Context: an optimization exercise on an open-source flow, tuned for small area. The choices shown serve that exercise and are no tape-out recipe. Only simulation tests tie the RTL to the original design; equivalence was not proved.

==> flow/design.v <==
module aurora_rx_lane (
    input  wire        rst_n_i,
    input  wire        clk_rx_i,
    input  wire [1:0]  serdes_data_i,
    input  wire [1:0]  serdes_valid_i,
    input  wire        serdes_lock_i,
    input  wire        inv_rx_data,
    output wire [63:0] rx_data_o,
    output wire [1:0]  rx_header_o,
    output wire        rx_valid_o,
    output wire [7:0]  rx_stat_o
);
    reg  [16:0] sd0, sd1;
    reg         sd_par;
    reg  [5:0]  sd_cnt;
    reg         serdes_slip;
    wire em = (sd_cnt == 6'd31) || (sd_cnt == 6'd32);    
    wire two  = (serdes_valid_i == 2'b11);
    wire one  = (serdes_valid_i == 2'b01);
    wire en0  = two || (one && !sd_par);
    wire en1  = two || (one &&  sd_par);
    wire in0  = (two && sd_par)  ? serdes_data_i[1] : serdes_data_i[0];
    wire in1  = (two && !sd_par) ? serdes_data_i[1] : serdes_data_i[0];
    always @(posedge clk_rx_i) begin
        if (en0) sd0 <= {sd0[15:0], in0};
        if (en1) sd1 <= {sd1[15:0], in1};
    end
    always @(posedge clk_rx_i or negedge rst_n_i) begin
        if (!rst_n_i) begin
            sd_cnt <= 6'd0;
            sd_par <= 1'b0;
        end else begin
            if (one)
                sd_par <= ~sd_par;
            if (one)
                sd_cnt <= sd_cnt + 6'd1;
            else if (two)
                sd_cnt <= sd_cnt + 6'd2;
            if (sd_cnt == 6'd31)
                sd_cnt <= two ? 6'd1 : 6'd0;
            else if (sd_cnt == 6'd32)
                sd_cnt <= two ? 6'd2 : 6'd1;
            if (serdes_slip)
                sd_cnt <= sd_cnt;
        end
    end
    reg  [16:0] wr0, wr1;
    reg         wa_is1;
    reg         woff;
    reg         winv;
    reg         act;      
    reg  [4:0]  q;        
    wire first = act && (q[3:0] == 4'd15);     
    wire evw   = act && (q == 5'd31);          
    always @(posedge clk_rx_i) begin
        wr0 <= ({17{em}} & sd0) | ({17{~em}} & {wr0[15:0], 1'b0});
        wr1 <= ({17{em}} & sd1) | ({17{~em}} & {wr1[15:0], 1'b0});
        if (em) begin
            wa_is1 <= ~sd_par ^ (sd_cnt == 6'd32);
            woff   <= (sd_cnt == 6'd32);
        end
        if (first)
            winv <= inv_rx_data;
    end
    always @(posedge clk_rx_i or negedge rst_n_i) begin
        if (!rst_n_i) begin
            act <= 1'b0;
            q   <= 5'd15;
        end else begin
            if (act) begin
                q <= q + 5'd1;
                if (q[3:0] == 4'd14)
                    act <= 1'b0;
            end
            if (em)
                act <= 1'b1;
        end
    end
    wire wb_top0 = woff ? wr0[16] : wr0[15];
    wire wb_top1 = woff ? wr1[16] : wr1[15];
    wire [1:0] wpair = wa_is1 ? {wb_top0, wr1[15]} : {wb_top1, wr0[15]};
    wire       pinv = first ? inv_rx_data : winv;
    wire [1:0] pair = wpair ^ {pinv, pinv};
    reg [65:0] sw;
    always @(posedge clk_rx_i) begin
        if (act)
            sw[65:30] <= sw[63:28];
    end
    always @(posedge clk_rx_i or negedge rst_n_i) begin
        if (!rst_n_i)
            sw[29:28] <= 2'b00;
        else if (act)
            sw[29:28] <= sw[27:26];
    end
    always @(posedge clk_rx_i) begin
        if (act)
            sw[27:0] <= {sw[25:0], pair};
    end
    reg  [5:0] gcnt;
    reg        g_valid;
    reg        gearbox_slip;
    always @(posedge clk_rx_i or negedge rst_n_i) begin
        if (!rst_n_i) begin
            gcnt    <= 6'd0;
            g_valid <= 1'b0;
        end else begin
            g_valid <= 1'b0;
            if (evw) begin
                if (gearbox_slip) begin
                    g_valid <= 1'b1;
                end else if (gcnt == 6'd32) begin
                    gcnt    <= 6'd0;
                end else begin
                    gcnt    <= gcnt + 6'd1;
                    g_valid <= 1'b1;
                end
            end
        end
    end
    reg  [1:0] hdr;
    wire       hcap = act && (q == gcnt[4:0]);
    always @(posedge clk_rx_i or negedge rst_n_i) begin
        if (!rst_n_i)
            hdr <= 2'b00;
        else if (hcap)
            hdr <= sw[65:64];
    end
    reg  [5:0] bc;
    always @(posedge clk_rx_i) begin
        if (act)
            bc <= (hcap && !gcnt[5]) ? 6'd31 : (bc == 6'd32) ? 6'd0 : bc + 6'd1;
    end
    wire d0 = sw[5] ^ ((bc <= 6'd20) ? sw[46] : sw[44]) ^ ((bc <= 6'd29) ? sw[65] : sw[63]);
    wire d1 = sw[4] ^ ((bc <= 6'd19) ? sw[45] : sw[43]) ^ ((bc <= 6'd29) ? sw[64] : sw[62]);
    wire [1:0] dpair = (bc == 6'd0) ? sw[5:4] : {d0, d1};
    reg [63:0] ds;
    always @(posedge clk_rx_i) begin
        if (act)
            ds <= {ds[61:0], dpair};
    end
    wire ld = act && (bc == 6'd32);
    reg  [65:0] outr;
    always @(posedge clk_rx_i) begin
        if (ld)
            outr <= {ds, dpair};
    end
    localparam [5:0] SYNC_MAX   = 6'd56;
    localparam [4:0] VALID_WAIT = 5'd23;
    reg  [5:0] sync_cnt;
    reg        slip_cnt;
    reg  [4:0] valid_cnt;
    reg        dlv_prev;
    reg        vflag;
    reg  [1:0] stat;
    wire sync32  = (sync_cnt == SYNC_MAX);
    wire vwait   = (valid_cnt == VALID_WAIT);
    always @(posedge clk_rx_i or negedge rst_n_i) begin
        if (!rst_n_i) begin
            sync_cnt     <= 6'd0;
            slip_cnt     <= 1'b0;
            serdes_slip  <= 1'b0;
            valid_cnt    <= 5'd0;
            gearbox_slip <= 1'b0;
            dlv_prev     <= 1'b0;
            vflag        <= 1'b0;
            stat         <= 2'b00;
        end else begin
            serdes_slip <= 1'b0;
            if (q == 5'd3)
                vflag <= 1'b0;
            if (g_valid) begin
                gearbox_slip <= 1'b0;
                dlv_prev     <= sync32;
                vflag        <= sync32 & dlv_prev;
                if (!vwait)
                    valid_cnt <= {valid_cnt[3:0], ~(valid_cnt[4] ^ valid_cnt[2])};
                if (hdr[1] ^ hdr[0]) begin
                    if (!sync32)
                        sync_cnt <= {sync_cnt[4:0], ~(sync_cnt[5] ^ sync_cnt[4])};
                end else if (vwait) begin
                    sync_cnt <= 6'd0;
                    if (slip_cnt) begin
                        gearbox_slip <= 1'b1;
                        slip_cnt     <= 1'b0;
                    end else begin
                        serdes_slip <= 1'b1;
                        slip_cnt    <= 1'b1;
                    end
                    valid_cnt <= 5'd0;
                end
            end
            stat <= {sync32, serdes_lock_i};
        end
    end
    assign rx_data_o   = outr[63:0];
    assign rx_header_o = outr[65:64];
    assign rx_valid_o  = vflag & (q == 5'd3);
    assign rx_stat_o   = {6'd0, stat};
endmodule
==> flow/config.mk <==
export PLATFORM = sky130hd
export DESIGN_NAME = aurora_rx_lane
export DESIGN_NICKNAME = aurora_rx_lane
export VERILOG_FILES = /design/flow/design.v
export SDC_FILE = /design/flow/constraint.sdc
export NUM_CORES = 4
export LEC_CHECK = 0
export CAP_MARGIN = 20
export CORE_MARGIN = 2
export CORE_UTILIZATION = 65
export SLEW_MARGIN = 20
==> flow/constraint.sdc <==
create_clock -name core_clock -period 5.0 [get_ports {clk_rx_i}]
set_input_delay 1.0000 -clock core_clock [delete_from_list [all_inputs] [get_ports {clk_rx_i}]]
set_output_delay 1.0000 -clock core_clock [all_outputs]
set_load 0.01 [all_outputs]
standard.sh (not shown) runs the stock make flow with config.mk's settings and CLKGATE_MAP_FILE= SYNTH_SCRIPT=/design/flow/synth_recipe.tcl, a recipe that flattens the netlist after the stock synthesis.
==> flow/flow/run.sh <==
#!/bin/bash
# Own flow: the standard layout (standard.sh), with three changes made through
# ORFS's own variables: the port buffers are sky130_fd_sc_hd__buf_1; the constant
# outputs keep synthesis's single tie cell (no tie fanout repair); and the clock
# tree uses clkbuf_8 buffers with larger sink clusters and no dummy loads.
# Each ORFS step logs to orfs/logs/; make's output goes to flow_make.log.
set -euo pipefail
export SKIP_REPAIR_TIE_FANOUT=1
export BUFFER_PORTS_ARGS="-buffer_cell sky130_fd_sc_hd__buf_1"
export CTS_ARGS="-sink_clustering_enable -repair_clock_nets -buf_list sky130_fd_sc_hd__clkbuf_8 -sink_clustering_size 20 -sink_clustering_max_diameter 60 -dont_use_dummy_load"
bash standard.sh > flow_make.log 2>&1
Change:
--- a/flow/design.v
+++ b/flow/design.v
@@ -24,9 +24,9 @@
     always @(posedge clk_rx_i) begin
         if (en0) sd0 <= {sd0[15:0], in0};
         if (en1) sd1 <= {sd1[15:0], in1};
     end
-    always @(posedge clk_rx_i or negedge rst_n_i) begin
+    always @(posedge clk_rx_i) begin
         if (!rst_n_i) begin
             sd_cnt <= 6'd0;
             sd_par <= 1'b0;
         end else begin
@@ -52,18 +52,20 @@
     reg  [4:0]  q;        
     wire first = act && (q[3:0] == 4'd15);     
     wire evw   = act && (q == 5'd31);          
     always @(posedge clk_rx_i) begin
-        wr0 <= ({17{em}} & sd0) | ({17{~em}} & {wr0[15:0], 1'b0});
-        wr1 <= ({17{em}} & sd1) | ({17{~em}} & {wr1[15:0], 1'b0});
+        wr0[16]   <= em ? sd0[16] : wr0[15];
+        wr1[16]   <= em ? sd1[16] : wr1[15];
+        wr0[15:0] <= ({16{em}} & sd0[15:0]) | {wr0[14:0], 1'b0};
+        wr1[15:0] <= ({16{em}} & sd1[15:0]) | {wr1[14:0], 1'b0};
         if (em) begin
             wa_is1 <= ~sd_par ^ (sd_cnt == 6'd32);
             woff   <= (sd_cnt == 6'd32);
         end
         if (first)
             winv <= inv_rx_data;
     end
-    always @(posedge clk_rx_i or negedge rst_n_i) begin
+    always @(posedge clk_rx_i) begin
         if (!rst_n_i) begin
             act <= 1'b0;
             q   <= 5'd15;
         end else begin
@@ -85,9 +87,9 @@
     always @(posedge clk_rx_i) begin
         if (act)
             sw[65:30] <= sw[63:28];
     end
-    always @(posedge clk_rx_i or negedge rst_n_i) begin
+    always @(posedge clk_rx_i) begin
         if (!rst_n_i)
             sw[29:28] <= 2'b00;
         else if (act)
             sw[29:28] <= sw[27:26];
@@ -98,9 +100,9 @@
     end
     reg  [5:0] gcnt;
     reg        g_valid;
     reg        gearbox_slip;
-    always @(posedge clk_rx_i or negedge rst_n_i) begin
+    always @(posedge clk_rx_i) begin
         if (!rst_n_i) begin
             gcnt    <= 6'd0;
             g_valid <= 1'b0;
         end else begin
@@ -118,9 +120,9 @@
         end
     end
     reg  [1:0] hdr;
     wire       hcap = act && (q == gcnt[4:0]);
-    always @(posedge clk_rx_i or negedge rst_n_i) begin
+    always @(posedge clk_rx_i) begin
         if (!rst_n_i)
             hdr <= 2'b00;
         else if (hcap)
             hdr <= sw[65:64];
@@ -153,26 +155,21 @@
     reg        vflag;
     reg  [1:0] stat;
     wire sync32  = (sync_cnt == SYNC_MAX);
     wire vwait   = (valid_cnt == VALID_WAIT);
-    always @(posedge clk_rx_i or negedge rst_n_i) begin
+    always @(posedge clk_rx_i) begin
         if (!rst_n_i) begin
             sync_cnt     <= 6'd0;
             slip_cnt     <= 1'b0;
             serdes_slip  <= 1'b0;
             valid_cnt    <= 5'd0;
             gearbox_slip <= 1'b0;
             dlv_prev     <= 1'b0;
-            vflag        <= 1'b0;
-            stat         <= 2'b00;
         end else begin
             serdes_slip <= 1'b0;
-            if (q == 5'd3)
-                vflag <= 1'b0;
             if (g_valid) begin
                 gearbox_slip <= 1'b0;
                 dlv_prev     <= sync32;
-                vflag        <= sync32 & dlv_prev;
                 if (!vwait)
                     valid_cnt <= {valid_cnt[3:0], ~(valid_cnt[4] ^ valid_cnt[2])};
                 if (hdr[1] ^ hdr[0]) begin
                     if (!sync32)
@@ -188,8 +185,19 @@
                     end
                     valid_cnt <= 5'd0;
                 end
             end
+        end
+    end
+    always @(posedge clk_rx_i or negedge rst_n_i) begin
+        if (!rst_n_i) begin
+            vflag <= 1'b0;
+            stat  <= 2'b00;
+        end else begin
+            if (q == 5'd3)
+                vflag <= 1'b0;
+            if (g_valid)
+                vflag <= sync32 & dlv_prev;
             stat <= {sync32, serdes_lock_i};
         end
     end
     assign rx_data_o   = outr[63:0];
After rerunning: Routed wire length came out lower by 2.8%; first-iteration DRC count came out lower by 23%; design area came out lower by 1.9%; worst setup slack is worse by 0.34 ns; die area came out lower by 1.9%; via count came out lower by 4.4%.


before:
RTL: the design.v shown in full above, as it stands there.
clock: 5.0 ns
lec_check: 0
cap_margin: 20
core_margin: 2
core_utilization: 65
slew_margin: 20
==> flow/flow/run.sh <==
#!/bin/bash
# Own flow: the standard layout (standard.sh), with two changes made through
# ORFS's own variables: the port buffers are sky130_fd_sc_hd__buf_1, and the
# clock tree uses smaller clock buffers with larger sink clusters and no dummy
# loads. Each ORFS step logs to orfs/logs/; make's output goes to flow_make.log.
set -euo pipefail
export BUFFER_PORTS_ARGS="-buffer_cell sky130_fd_sc_hd__buf_1"
export CTS_ARGS="-sink_clustering_enable -repair_clock_nets -buf_list sky130_fd_sc_hd__clkbuf_8 -sink_clustering_size ${CTS_SIZE:-20} -sink_clustering_max_diameter ${CTS_DIAM:-60} -dont_use_dummy_load"
bash standard.sh > flow_make.log 2>&1
The following lists how after was set up differently from before:
==> flow/design.v <==
module aurora_rx_lane (
    input  wire        rst_n_i,
    input  wire        clk_rx_i,
    input  wire [1:0]  serdes_data_i,
    input  wire [1:0]  serdes_valid_i,
    input  wire        serdes_lock_i,
    input  wire        inv_rx_data,
    output wire [63:0] rx_data_o,
    output wire [1:0]  rx_header_o,
    output wire        rx_valid_o,
    output wire [7:0]  rx_stat_o
);
    reg  [16:0] sd0, sd1;
    reg         sd_par;
    reg  [5:0]  sd_cnt;
    reg         serdes_slip;
    wire em = (sd_cnt == 6'd31) || (sd_cnt == 6'd32);    
    wire two  = (serdes_valid_i == 2'b11);
    wire one  = (serdes_valid_i == 2'b01);
    wire en0  = two || (one && !sd_par);
    wire en1  = two || (one &&  sd_par);
    wire in0  = (two && sd_par)  ? serdes_data_i[1] : serdes_data_i[0];
    wire in1  = (two && !sd_par) ? serdes_data_i[1] : serdes_data_i[0];
    always @(posedge clk_rx_i) begin
        if (en0) sd0 <= {sd0[15:0], in0};
        if (en1) sd1 <= {sd1[15:0], in1};
    end
    always @(posedge clk_rx_i or negedge rst_n_i) begin
        if (!rst_n_i) begin
            sd_cnt <= 6'd0;
            sd_par <= 1'b0;
        end else begin
            if (one)
                sd_par <= ~sd_par;
            if (one)
                sd_cnt <= sd_cnt + 6'd1;
            else if (two)
                sd_cnt <= sd_cnt + 6'd2;
            if (sd_cnt == 6'd31)
                sd_cnt <= two ? 6'd1 : 6'd0;
            else if (sd_cnt == 6'd32)
                sd_cnt <= two ? 6'd2 : 6'd1;
            if (serdes_slip)
                sd_cnt <= sd_cnt;
        end
    end
    reg  [16:0] wr0, wr1;
    reg         wa_is1;
    reg         woff;
    reg         winv;
    reg         act;      
    reg  [4:0]  q;        
    wire first = act && (q[3:0] == 4'd15);     
    wire evw   = act && (q == 5'd31);          
    always @(posedge clk_rx_i) begin
        if (em) begin
            wr0    <= sd0;
            wr1    <= sd1;
            wa_is1 <= ~sd_par ^ (sd_cnt == 6'd32);
            woff   <= (sd_cnt == 6'd32);
        end else begin
            wr0 <= {wr0[15:0], 1'b0};
            wr1 <= {wr1[15:0], 1'b0};
        end
        if (first)
            winv <= inv_rx_data;
    end
    always @(posedge clk_rx_i or negedge rst_n_i) begin
        if (!rst_n_i) begin
            act <= 1'b0;
            q   <= 5'd15;
        end else begin
            if (act) begin
                q <= q + 5'd1;
                if (q[3:0] == 4'd14)
                    act <= 1'b0;
            end
            if (em)
                act <= 1'b1;
        end
    end
    wire wb_top0 = woff ? wr0[16] : wr0[15];
    wire wb_top1 = woff ? wr1[16] : wr1[15];
    wire [1:0] wpair = wa_is1 ? {wb_top0, wr1[15]} : {wb_top1, wr0[15]};
    wire       pinv = first ? inv_rx_data : winv;
    wire [1:0] pair = wpair ^ {pinv, pinv};
    reg [129:0] sw;
    always @(posedge clk_rx_i) begin
        if (act)
            sw[129:30] <= sw[127:28];
    end
    always @(posedge clk_rx_i or negedge rst_n_i) begin
        if (!rst_n_i)
            sw[29:28] <= 2'b00;
        else if (act)
            sw[29:28] <= sw[27:26];
    end
    always @(posedge clk_rx_i) begin
        if (act)
            sw[27:0] <= {sw[25:0], pair};
    end
    reg  [5:0] gcnt;
    reg        g_valid;
    reg        gearbox_slip;
    always @(posedge clk_rx_i or negedge rst_n_i) begin
        if (!rst_n_i) begin
            gcnt    <= 6'd0;
            g_valid <= 1'b0;
        end else begin
            g_valid <= 1'b0;
            if (evw) begin
                if (gearbox_slip) begin
                    g_valid <= 1'b1;
                end else if (gcnt == 6'd32) begin
                    gcnt    <= 6'd0;
                end else begin
                    gcnt    <= gcnt + 6'd1;
                    g_valid <= 1'b1;
                end
            end
        end
    end
    reg  [1:0] hdr;
    reg        h1, h2, h3;
    wire       hcap = act && (q == gcnt[4:0]);
    always @(posedge clk_rx_i or negedge rst_n_i) begin
        if (!rst_n_i)
            hdr <= 2'b00;
        else if (hcap)
            hdr <= sw[65:64];
    end
    always @(posedge clk_rx_i) begin
        if (act) begin
            h1 <= hcap;
            h2 <= h1;
            h3 <= h2;
        end
    end
    wire ld = act && h3;
    reg  [65:0] outr;
    integer i;
    always @(posedge clk_rx_i) begin
        if (ld) begin
            outr[65:64] <= sw[71:70];
            for (i = 0; i < 64; i = i + 1)
                outr[63-i] <= sw[69-i] ^ sw[(i >= 39) ? (108-i) : (110-i)]
                                      ^ sw[(i >= 58) ? (127-i) : (129-i)];
        end
    end
    reg  [5:0] sync_cnt;
    reg        slip_cnt;
    reg  [4:0] valid_cnt;
    reg        dlv_prev;
    reg        vflag;
    reg  [1:0] stat;
    wire sync32 = (sync_cnt == 6'd32);
    always @(posedge clk_rx_i or negedge rst_n_i) begin
        if (!rst_n_i) begin
            sync_cnt     <= 6'd0;
            slip_cnt     <= 1'b0;
            serdes_slip  <= 1'b0;
            valid_cnt    <= 5'd0;
            gearbox_slip <= 1'b0;
            dlv_prev     <= 1'b0;
            vflag        <= 1'b0;
            stat         <= 2'b00;
        end else begin
            serdes_slip <= 1'b0;
            if (q == 5'd3)
                vflag <= 1'b0;
            if (g_valid) begin
                gearbox_slip <= 1'b0;
                dlv_prev     <= sync32;
                vflag        <= sync32 & dlv_prev;
                if (valid_cnt != 5'd16)
                    valid_cnt <= valid_cnt + 5'd1;
                if (hdr[1] ^ hdr[0]) begin
                    if (!sync32)
                        sync_cnt <= sync_cnt + 6'd1;
                end else if (valid_cnt == 5'd16) begin
                    sync_cnt <= 6'd0;
                    if (slip_cnt) begin
                        gearbox_slip <= 1'b1;
                        slip_cnt     <= 1'b0;
                    end else begin
                        serdes_slip <= 1'b1;
                        slip_cnt    <= 1'b1;
                    end
                    valid_cnt <= 5'd0;
                end
            end
            stat <= {sync32, serdes_lock_i};
        end
    end
    assign rx_data_o   = outr[63:0];
    assign rx_header_o = outr[65:64];
    assign rx_valid_o  = vflag & (q == 5'd3);
    assign rx_stat_o   = {6'd0, stat};
endmodule
--- outcome ---
No stage failed in before, and the final checks on the layout all came back clean.
after went all the way through synthesis, placement and routing and the layout is clean on timing, DRC and antenna.
Going from before to after, post-route cell area grew by 6.4%, amount of wire on met3 after detailed routing dropped 1.6%.
Sort before and after by via count, descending, and after comes first.
Cmp before and after / register-to-register slack / lower: after
Compared with before, after shows a higher clock-net power.

port drivers added, routing unchanged:
No port has a modelled driver above. Below, the same layouts with a new extraction and two added sets of constraints.
Step 1 sets driving cells, clkbuf_16 on the clock port and buf_2 on the other inputs (assumed; they add their load-dependent delay and slew).
Step 2 moves the port delays by t, midway between the first and last clock arrival at a register: inputs arrive t later, outputs are due t later. That takes back most of the time a late clock gives input paths.
Slacks: ideal / step 1 / step 2; pairs: ideal / step 1.
run	t, ns	slack for setup (ns)	worst setup path after step 2	worst register clock-pin slew, ns
the first run of note 1	0.546	2.285 / 2.243 / 2.352	register to register	0.12 / 0.12
the second run of note 1	0.535	1.947 / 1.947 / 1.947	register to register	0.11 / 0.11
before	0.549	2.262 / 2.225 / 2.410	register to register	0.11 / 0.11
after	0.548	2.188 / 2.188 / 2.188	register to register	0.12 / 0.12
After both steps setup and hold are still met in every run listed.
